Source: an optimization exercise on an open RTL-to-GDS flow (aim: small area and a short achievable clock period). Production flows keep margins and buffers that such runs may drop.
At most, simulation tests tie the RTL to the original design; equivalence was not proved.
Power figures rest on the tool's default switching activity, not on a simulated workload.

== run 1 ==
==> flow/design.v (excerpt) <==
module APB_Square
(
    input wire PWRITE,
    input wire PCLK,
    input wire PSEL,
    input wire [31:0] PADDR,
    input wire [31:0] PWDATA,
    output reg [31:0] PRDATA,
    input wire PENABLE,
    output reg PREADY,
    input PRESET
);
export LEC_CHECK = 0
export CAP_MARGIN = 20
export CORE_MARGIN = 2
export CORE_UTILIZATION = 50
export SLEW_MARGIN = 20
export SYNTH_HIERARCHICAL = 1
create_clock -name core_clock -period 8.5 [get_ports {PCLK}]
standard.sh (not shown) runs the stock make flow with config.mk's settings and CLKGATE_MAP_FILE= SYNTH_SCRIPT=/design/flow/synth_recipe.tcl, a recipe that flattens the netlist after the stock synthesis.
==> flow/flow/run.sh <==
#!/bin/bash
# The standard layout (standard.sh), in two calls: synthesis, floorplan and placement
# with no setup margin, then clock tree, routing and finish with the repair aiming 5 ns
# below the clock period. buffer_ports uses the smallest buffer cell.
set -euo pipefail
export BUFFER_PORTS_ARGS="-buffer_cell sky130_fd_sc_hd__buf_1"
bash standard.sh synth floorplan place > standard_1.log 2>&1
export SETUP_SLACK_MARGIN=5
bash standard.sh > standard_2.log 2>&1
Run 1: all stages complete, timing, DRC and antenna checks passed
--- input diff run 1..run 2 ---
==> flow/flow/run.sh <==
#!/bin/bash
# The standard layout (standard.sh), in two calls: synthesis, floorplan and placement
# with no setup margin, then clock tree, routing and finish with the repair aiming 4.25 ns
# below the clock period. buffer_ports uses the smallest buffer cell.
set -euo pipefail
export BUFFER_PORTS_ARGS="-buffer_cell sky130_fd_sc_hd__buf_1"
bash standard.sh synth floorplan place > standard_1.log 2>&1
export SETUP_SLACK_MARGIN=4.25
bash standard.sh > standard_2.log 2>&1
==> comparison <==
- From run 1 to run 2 the numbers moved as follows: timing-limited maximum frequency -12%, layout buffering overhead excluding clock cells -4.9 points, final wirelength -6.6%.
No functional check of the RTL was part of any run of this note.

* * *

run A:
Another version of the RTL of APB_Square (not shown whole).
Size in the first run: roughly 1800 cells after synthesis, roughly 220 flip-flops, roughly 100 I/O pins.
export LEC_CHECK = 0
export CAP_MARGIN = 20
export CORE_MARGIN = 2
export CORE_UTILIZATION = 60
export CTS_BUF_LIST = sky130_fd_sc_hd__clkbuf_4
export SLEW_MARGIN = 20
export SYNTH_HIERARCHICAL = 1
create_clock -name core_clock -period 8.5 [get_ports {PCLK}]
==> flow/flow/run.sh <==
#!/bin/bash
# The standard layout (standard.sh: standard synthesis through finish), with the
# port buffers that buffer_ports inserts made the smallest buffer cell.
set -euo pipefail
export BUFFER_PORTS_ARGS="-buffer_cell sky130_fd_sc_hd__buf_1"
export SETUP_SLACK_MARGIN=5.3
bash standard.sh > standard.log 2>&1
Input changes introduced in run B (baseline for comparison: run A):
- putting SETUP_SLACK_MARGIN at 5 where nothing was set
-- flow/flow/run.sh --
<<< run A, line 6
export SETUP_SLACK_MARGIN=5.3
>>> run B, line 6
## What came out
Run B ends up with lower clock share of power than run A does. Lower layout inverter count without the clock tree among run A and run B: run B. For run A, the cell type of the slowest stage on the worst timing path was sky130_fd_sc_hd__fa_2, unlike run B, where it was sky130_fd_sc_hd__fa_1. Comparing run A with run B, the largest incremental delay on the critical path came out essentially unchanged. Run B reached the end of the flow, and the finished layout is clean on the timing, design-rule and antenna checks. Run B vs run A, total power went down by about 1.5%. The setup slack number comes out lower for run B vs run A. Going from run A to run B, total internal power shrank slightly.
The following lists how run C was set up differently from run B:
- CTS_BUF_LIST removed (was sky130_fd_sc_hd__clkbuf_4)
- CORE_UTILIZATION changed from 60 to 40
[summary]
As of run C, post-route cell area had risen by a few percent compared to run B.
Of the two values seen for standard cell with the maximum stage delay on the critical path, sky130_fd_sc_hd__or4_4 was produced by run C and sky130_fd_sc_hd__fa_1 by run B.
Final-layout worst hold slack in run C vs run B: down 0.0087 ns
[compare] base=run B new=run C: final wirelength increased by about 5.5% relative to the old numbers, number of non-clock buffers in the layout increased by 6.3% relative to the old numbers, number of buffer and inverter instances along the worst setup path saw an increase.
When run C is set beside run B, its power turns out to be 0.21 mW larger.
Capture point of the worst path = PRDATA[30]: run B; capture point of the worst path = PRDATA[29]: run C
### run C -> run D
==> flow/run.sh (new file) <==
#!/bin/bash
# synth_recipe.tcl (not shown) runs the flow's synth.tcl, then flattens the netlist and writes it again
# the make line also repeats each setting of config.mk as NAME=value (left out here)
make -C /OpenROAD-flow-scripts/flow DESIGN_CONFIG=/design/flow/config.mk WORK_HOME=/design/flow/orfs CLKGATE_MAP_FILE= SYNTH_SCRIPT=/design/flow/synth_recipe.tcl finish
removed: flow/flow/run.sh
removed: flow/standard.sh
## What came out
Run D drops more vias than run C.
| total number of nets in the final design | lower: run C |
Diff run C -> run D | final cell count | increase of about 0.9%
Power per cell area | run D below run C
Delta(data required time at the worst endpoint, run D - run C) < 0
Looking at critical-path cell with the highest stage delay, the sky130_fd_sc_hd__fa_1 result is from run D; the sky130_fd_sc_hd__or4_4 one comes from run C.
Between run C and run D, worst hold slack is lower for run D, run C comes in above that.
As far as number of multi-input logic gates is concerned, run D and run C perform about the same.
Against run C as the reference, run D delivers a higher wire length of the first global-routing pass.
NOTE fmax run C->run D decreased slightly
The higher share of final layout cell area taken by non-clock buffers came out of run D.

* * *

APB_Square, a different RTL version from the one above (not shown whole).
Size: ~180 flip-flops, ~100 I/O pins, about 17000 sq um of cells after synthesis.
export LEC_CHECK = 0
export CAP_MARGIN = 20
export CORE_MARGIN = 2
export CORE_UTILIZATION = 50
export SLEW_MARGIN = 20
export SYNTH_HIERARCHICAL = 1
create_clock -name core_clock -period 8.5 [get_ports {PCLK}]
==> flow/flow/run.sh <==
#!/bin/bash
# The standard layout (standard.sh), in two calls: synthesis, floorplan and placement
# with no setup margin, then clock tree, routing and finish with the repair aiming 4.75 ns
# below the clock period. buffer_ports uses the smallest buffer cell.
set -euo pipefail
export BUFFER_PORTS_ARGS="-buffer_cell sky130_fd_sc_hd__buf_1"
bash standard.sh synth floorplan place > standard_1.log 2>&1
export SETUP_SLACK_MARGIN=4.75
bash standard.sh > standard_2.log 2>&1
Change:
==> flow/flow/run.sh (replaced) <==
#!/bin/bash
# The standard layout (standard.sh), in two calls: synthesis, floorplan and placement
# with no setup margin, then clock tree, routing and finish with the repair aiming 5 ns
# below the clock period. buffer_ports uses the smallest buffer cell.
set -euo pipefail
export BUFFER_PORTS_ARGS="-buffer_cell sky130_fd_sc_hd__buf_1"
bash standard.sh synth floorplan place > standard_1.log 2>&1
export SETUP_SLACK_MARGIN=5
bash standard.sh > standard_2.log 2>&1
--- a/flow/config.mk
+++ b/flow/config.mk
@@ -8,5 +8,5 @@
 export CAP_MARGIN = 20
 export CORE_MARGIN = 2
-export CORE_UTILIZATION = 50
+export CORE_UTILIZATION = 60
 export SLEW_MARGIN = 20
 export SYNTH_HIERARCHICAL = 1
Effect: Global-route usage increases by 7.8 points. Die area decreases by 16%. Design area increases by 5.1%.
Change:
--- a/flow/config.mk
+++ b/flow/config.mk
@@ -8,5 +8,6 @@
 export CAP_MARGIN = 20
 export CORE_MARGIN = 2
-export CORE_UTILIZATION = 60
+export CORE_UTILIZATION = 50
+export GPL_ROUTABILITY_DRIVEN = 0
 export SLEW_MARGIN = 20
 export SYNTH_HIERARCHICAL = 1
Result: Non-clock buffer count is higher by 4. Setup slack improves by 0.0052 ns. Final area is higher by about 0.4%. Die area is higher by 20%. Power barely changes. Worst hold slack degrades by 0.0038 ns. Final cell count is higher by 3.2%. Flip-flop and latch count does not change. Global-route usage is lower by 7.6 points. Fmax stays flat.
Change:
--- a/flow/config.mk
+++ b/flow/config.mk
@@ -8,6 +8,5 @@
 export CAP_MARGIN = 20
 export CORE_MARGIN = 2
-export CORE_UTILIZATION = 50
-export GPL_ROUTABILITY_DRIVEN = 0
+export CORE_UTILIZATION = 55
 export SLEW_MARGIN = 20
 export SYNTH_HIERARCHICAL = 1
After rerunning: Global-route usage climbs by 4.2 points. Die area shrinks by 8.9%. Fmax goes up by about 0.5%. Design area went down by 0.85%. Routed wire length barely changes. Core utilization went up by 5.5 points. Power went down by 3.6%. Register-to-register slack gains 0.02 ns.

* * *

## the baseline
APB_Square again, from the RTL that the note above started with.
Design APB_Square, start of the top module:
module APB_Square
(
    input wire PWRITE,
    input wire PCLK,
    input wire PSEL,
    input wire [31:0] PADDR,
    input wire [31:0] PWDATA,
    output reg [31:0] PRDATA,
    input wire PENABLE,
    output reg PREADY,
    input PRESET
);
==> flow/config.mk <==
export PLATFORM = sky130hd
export DESIGN_NAME = APB_Square
export DESIGN_NICKNAME = APB_Square
export VERILOG_FILES = /design/flow/design.v
export SDC_FILE = /design/flow/constraint.sdc
export NUM_CORES = 4
export LEC_CHECK = 0
export CAP_MARGIN = 20
export CORE_MARGIN = 2
export CORE_UTILIZATION = 50
export SLEW_MARGIN = 20
export SYNTH_HIERARCHICAL = 1
==> flow/constraint.sdc <==
create_clock -name core_clock -period 8.5 [get_ports {PCLK}]
set_input_delay 1.7000 -clock core_clock [delete_from_list [all_inputs] [get_ports {PCLK}]]
set_output_delay 1.7000 -clock core_clock [all_outputs]
set_load 0.01 [all_outputs]
==> flow/flow/run.sh <==
#!/bin/bash
# The standard layout (standard.sh), in two calls: synthesis, floorplan and placement
# with no setup margin, then clock tree, routing and finish with the repair aiming 5 ns
# below the clock period. buffer_ports uses the smallest buffer cell.
set -euo pipefail
export BUFFER_PORTS_ARGS="-buffer_cell sky130_fd_sc_hd__buf_1"
bash standard.sh synth floorplan place > standard_1.log 2>&1
export SETUP_SLACK_MARGIN=5
bash standard.sh > standard_2.log 2>&1
The baseline | stages: all done | timing, DRC, antenna: all pass
Modified inputs, the candidate compared to the baseline
==> flow/flow/run.sh <==
#!/bin/bash
# The standard layout (standard.sh), in two calls: synthesis, floorplan and placement
# with no setup margin, then clock tree, routing and finish with the repair aiming 5.25 ns
# below the clock period. buffer_ports uses the smallest buffer cell.
set -euo pipefail
export BUFFER_PORTS_ARGS="-buffer_cell sky130_fd_sc_hd__buf_1"
bash standard.sh synth floorplan place > standard_1.log 2>&1
export SETUP_SLACK_MARGIN=5.25
bash standard.sh > standard_2.log 2>&1
Findings:
The sequential group power in the candidate was lower than what the baseline gave.
Taking the baseline as the reference, in the candidate number of global-route vias before repair moved up, routed wire length moved up, core utilization moved up, power share of the sequential group moved down.
Fraction of met3 tracks used by global routing (the candidate over the baseline): increase, 0.41 points
From the baseline to the candidate the numbers moved as follows: cell count picked up an extra 116, register-to-register slack now larger, total power consumption of the routed design went up 18 uW.

* * *

Setup of job 8728:
Another version of the RTL of APB_Square (not shown whole).
Size: ~1700 cells after synthesis, roughly 180 flip-flops, ~17000 um2 of cells after synthesis.
==> flow/config.mk <==
export PLATFORM = sky130hd
export DESIGN_NAME = APB_Square
export DESIGN_NICKNAME = APB_Square
export VERILOG_FILES = /design/flow/design.v
export SDC_FILE = /design/flow/constraint.sdc
export NUM_CORES = 4
export LEC_CHECK = 0
export CAP_MARGIN = 20
export CORE_MARGIN = 2
export CORE_UTILIZATION = 50
export CTS_BUF_LIST = sky130_fd_sc_hd__clkbuf_8
export CTS_CLUSTER_DIAMETER = 50
export CTS_CLUSTER_SIZE = 16
export SETUP_SLACK_MARGIN = 5
export SLEW_MARGIN = 20
export SYNTH_HIERARCHICAL = 1
==> flow/constraint.sdc <==
create_clock -name core_clock -period 8.5 [get_ports {PCLK}]
set_input_delay 1.7000 -clock core_clock [delete_from_list [all_inputs] [get_ports {PCLK}]]
set_output_delay 1.7000 -clock core_clock [all_outputs]
set_load 0.01 [all_outputs]
==> flow/flow/run.sh <==
#!/bin/bash
# The standard layout (standard.sh: standard synthesis through finish), with the
# port buffers that buffer_ports inserts made the smallest buffer cell.
set -euo pipefail
export BUFFER_PORTS_ARGS="-buffer_cell sky130_fd_sc_hd__buf_1"
bash standard.sh > standard.log 2>&1
Having completed the whole flow, job 8728 delivered a layout that passed the timing, design-rule and antenna checks.
#### Input delta (job 6745 over job 8728)
- CTS_CLUSTER_SIZE no longer set, was 16
- CTS_BUF_LIST no longer set, was sky130_fd_sc_hd__clkbuf_8
- SETUP_SLACK_MARGIN now 4.5, was 5
- CTS_CLUSTER_DIAMETER no longer set, was 50
## What came out
Job 6745 against job 8728; fmax is down by a little under 10%. Number of global-route vias before repair: job 6745 vs job 8728 down 479. Job 6745 closes out successfully: all stages finished, all timing, DRC and antenna checks passed. Job 8728: all stages complete, timing, DRC and antenna checks passed. For the placer congestion estimate, job 6745 came in about 2.5% higher than job 8728 did. In the metrics for job 8728 and job 6745, the one carrying the lower final area is job 6745. For maximum resistive drop on vdd, dividing the value from job 6745 by the value from job 8728 gives 1.6.
[inputs] job 8594 vs job 6745
- SETUP_SLACK_MARGIN: 4.5 -> unset
==> flow/flow/run.sh <==
#!/bin/bash
# The standard layout (standard.sh), in two calls: synthesis, floorplan and placement
# with no setup margin, then clock tree, routing and finish with the repair aiming 5 ns
# below the clock period. buffer_ports uses the smallest buffer cell.
set -euo pipefail
export BUFFER_PORTS_ARGS="-buffer_cell sky130_fd_sc_hd__buf_1"
bash standard.sh synth floorplan place > standard_1.log 2>&1
export SETUP_SLACK_MARGIN=5
bash standard.sh > standard_2.log 2>&1
## What came out
Result for job 6745 and job 8594: all clean
Row met2 capacity usage during global routing: job 8594 higher / job 6745 lower
Net count reported at finish for job 8594 is higher than for job 6745.
[job 8594 vs job 6745] clock buffer count in the final layout: lower in job 8594
Of job 6745 and job 8594, the run reporting the lower largest driver fanout on the critical path was job 6745.
Job 8594 vs job 6745 — via count climbed by a few percent
Between job 6745 and job 8594, critical path depth is lower for job 6745, job 8594 comes in above that.
Initial detailed-routing violation count (job 8594 / job 6745): 1.06
Taking job 6745 as the reference, in job 8594 non-clock buffer count now sits higher, final estimated routing congestion in global placement shrank by 4.3%.
## Diff of input files: job 1201 against job 8594
- SETUP_SLACK_MARGIN newly set to 5
==> flow/flow/run.sh <==
#!/bin/bash
# The standard layout (standard.sh: standard synthesis through finish), with the
# port buffers that buffer_ports inserts made the smallest buffer cell.
set -euo pipefail
export BUFFER_PORTS_ARGS="-buffer_cell sky130_fd_sc_hd__buf_1"
bash standard.sh > standard.log 2>&1
## What came out
Looking at highest layer used for signal routing, the met4 result is from job 8594; the met5 one comes from job 1201. Max clock network fraction of design power across job 1201 and job 8594: job 1201. The clock period minus worst slack of job 8594 and that of job 1201 are within noise of each other. Job 1201 vs. job 8594: clock-cell share of area was more or less identical; worst-case setup margin in the final layout held steady.
No run of this note included a check of the RTL's function; only the layout flow was run.

* * *

## purple
APB_Square, a different RTL version from the one above (not shown whole).
Size in the first run: roughly 180 flip-flops, ~100 I/O pins.
Design APB_Square, start of the top module:
module APB_Square
(
    input wire PWRITE,
    input wire PCLK,
    input wire PSEL,
    input wire [31:0] PADDR,
    input wire [31:0] PWDATA,
    output reg [31:0] PRDATA,
    input wire PENABLE,
    output reg PREADY,
    input PRESET
);
export LEC_CHECK = 0
export CAP_MARGIN = 20
export CORE_MARGIN = 2
export CORE_UTILIZATION = 50
export SLEW_MARGIN = 20
export SYNTH_HIERARCHICAL = 1
create_clock -name core_clock -period 8.5 [get_ports {PCLK}]
==> flow/flow/run.sh <==
#!/bin/bash
# The standard layout (standard.sh), in two calls: synthesis, floorplan and placement
# with no setup margin, then clock tree, routing and finish with the repair aiming 4.75 ns
# below the clock period. buffer_ports uses the smallest buffer cell.
set -euo pipefail
export BUFFER_PORTS_ARGS="-buffer_cell sky130_fd_sc_hd__buf_1"
bash standard.sh synth floorplan place > standard_1.log 2>&1
export SETUP_SLACK_MARGIN=4.75
bash standard.sh > standard_2.log 2>&1
## Diff of input files: green against purple
==> flow/flow/run.sh <==
#!/bin/bash
# The standard layout (standard.sh), in two calls: synthesis, floorplan and placement
# with no setup margin, then clock tree, routing and finish with the repair aiming 5 ns
# below the clock period. buffer_ports uses the smallest buffer cell.
set -euo pipefail
export BUFFER_PORTS_ARGS="-buffer_cell sky130_fd_sc_hd__buf_1"
bash standard.sh synth floorplan place > standard_1.log 2>&1
export SETUP_SLACK_MARGIN=5
bash standard.sh > standard_2.log 2>&1
==> comparison <==
The final layout from purple, which completed every stage, passed the timing, design-rule and antenna checks at the end of the flow. green: PASS, flow complete, no timing, DRC or antenna violations. The total via count in the routed design reported for green is greater than that of purple by 3.0%. Critical path depth (higher): green. What purple reported for non-clock buffer count has to be multiplied by 1.2 to get the figure for green. Cmp green vs purple: DRC violation total after the first TritonRoute iteration higher in green. Worst setup slack, purple and green: higher on green. purple -> green: count of standard-cell rows delta 0, exact match. Diff purple -> green: utilization saw an increase; clock skew saw little to no change; multi-input combinational cell area saw an increase.
No run of this note included a check of the RTL's function; only the layout flow was run.

## port drivers added, routing unchanged
In the flow no input, the clock included, has a driving cell. The finished layouts below were timed again as built, in two steps.
Step 1 assumes that a clkbuf_16 drives the clock port and a buf_2 every other input.
Step 2 times the ports against the registers' clock, not the clock port: input delays grow and output delays shrink by t, the midpoint of the rising clock arrivals with the driver on.
Three values: ideal ports, drivers, drivers and shift; two values: the first two.
| run | t (ns) | slack for setup (ns) | worst setup path after step 2 |
|---|---|---|---|
| run 1 | 0.509 | 4.935 / 4.935 / 4.582 | input to register |
| run 2 | 0.502 | 4.429 / 4.429 / 4.249 | input to register |
| run A | 0.784 | 5.055 / 5.055 / 4.630 | input to register |
| run B | 0.787 | 5.030 / 5.030 / 4.426 | input to register |
| run C | 0.627 | 5.009 / 5.041 / 4.414 | input to register |
| run D | 0.619 | 4.980 / 4.980 / 4.401 | input to register |
| the first run of note 3 | 0.519 | 4.825 / 4.825 / 4.447 | input to register |
| the second run of note 3 | 0.500 | 4.976 / 4.976 / 4.539 | input to register |
| the third run of note 3 | 0.512 | 4.981 / 4.981 / 4.547 | input to register |
| the fourth run of note 3 | 0.524 | 4.999 / 4.999 / 4.525 | input to register |
| the baseline | 0.518 | 5.002 / 5.002 / 4.564 | input to register |
| the candidate | 0.520 | 4.939 / 4.948 / 4.428 | input to register |
| job 8728 | 0.577 | 4.985 / 4.985 / 4.560 | input to register |
| job 6745 | 0.513 | 4.623 / 4.623 / 4.291 | input to register |
| job 8594 | 0.504 | 4.981 / 4.981 / 4.620 | input to register |
| job 1201 | 0.520 | 4.979 / 4.979 / 4.628 | input to register |
| purple | 0.511 | 4.756 / 4.756 / 4.468 | input to register |
| green | 0.506 | 5.017 / 5.017 / 4.601 | input to register |
After both steps every run listed still meets setup and hold. The setup slack of run B, which loses most, moves by 0.000 ns with the drivers and by -0.604 ns with both steps.
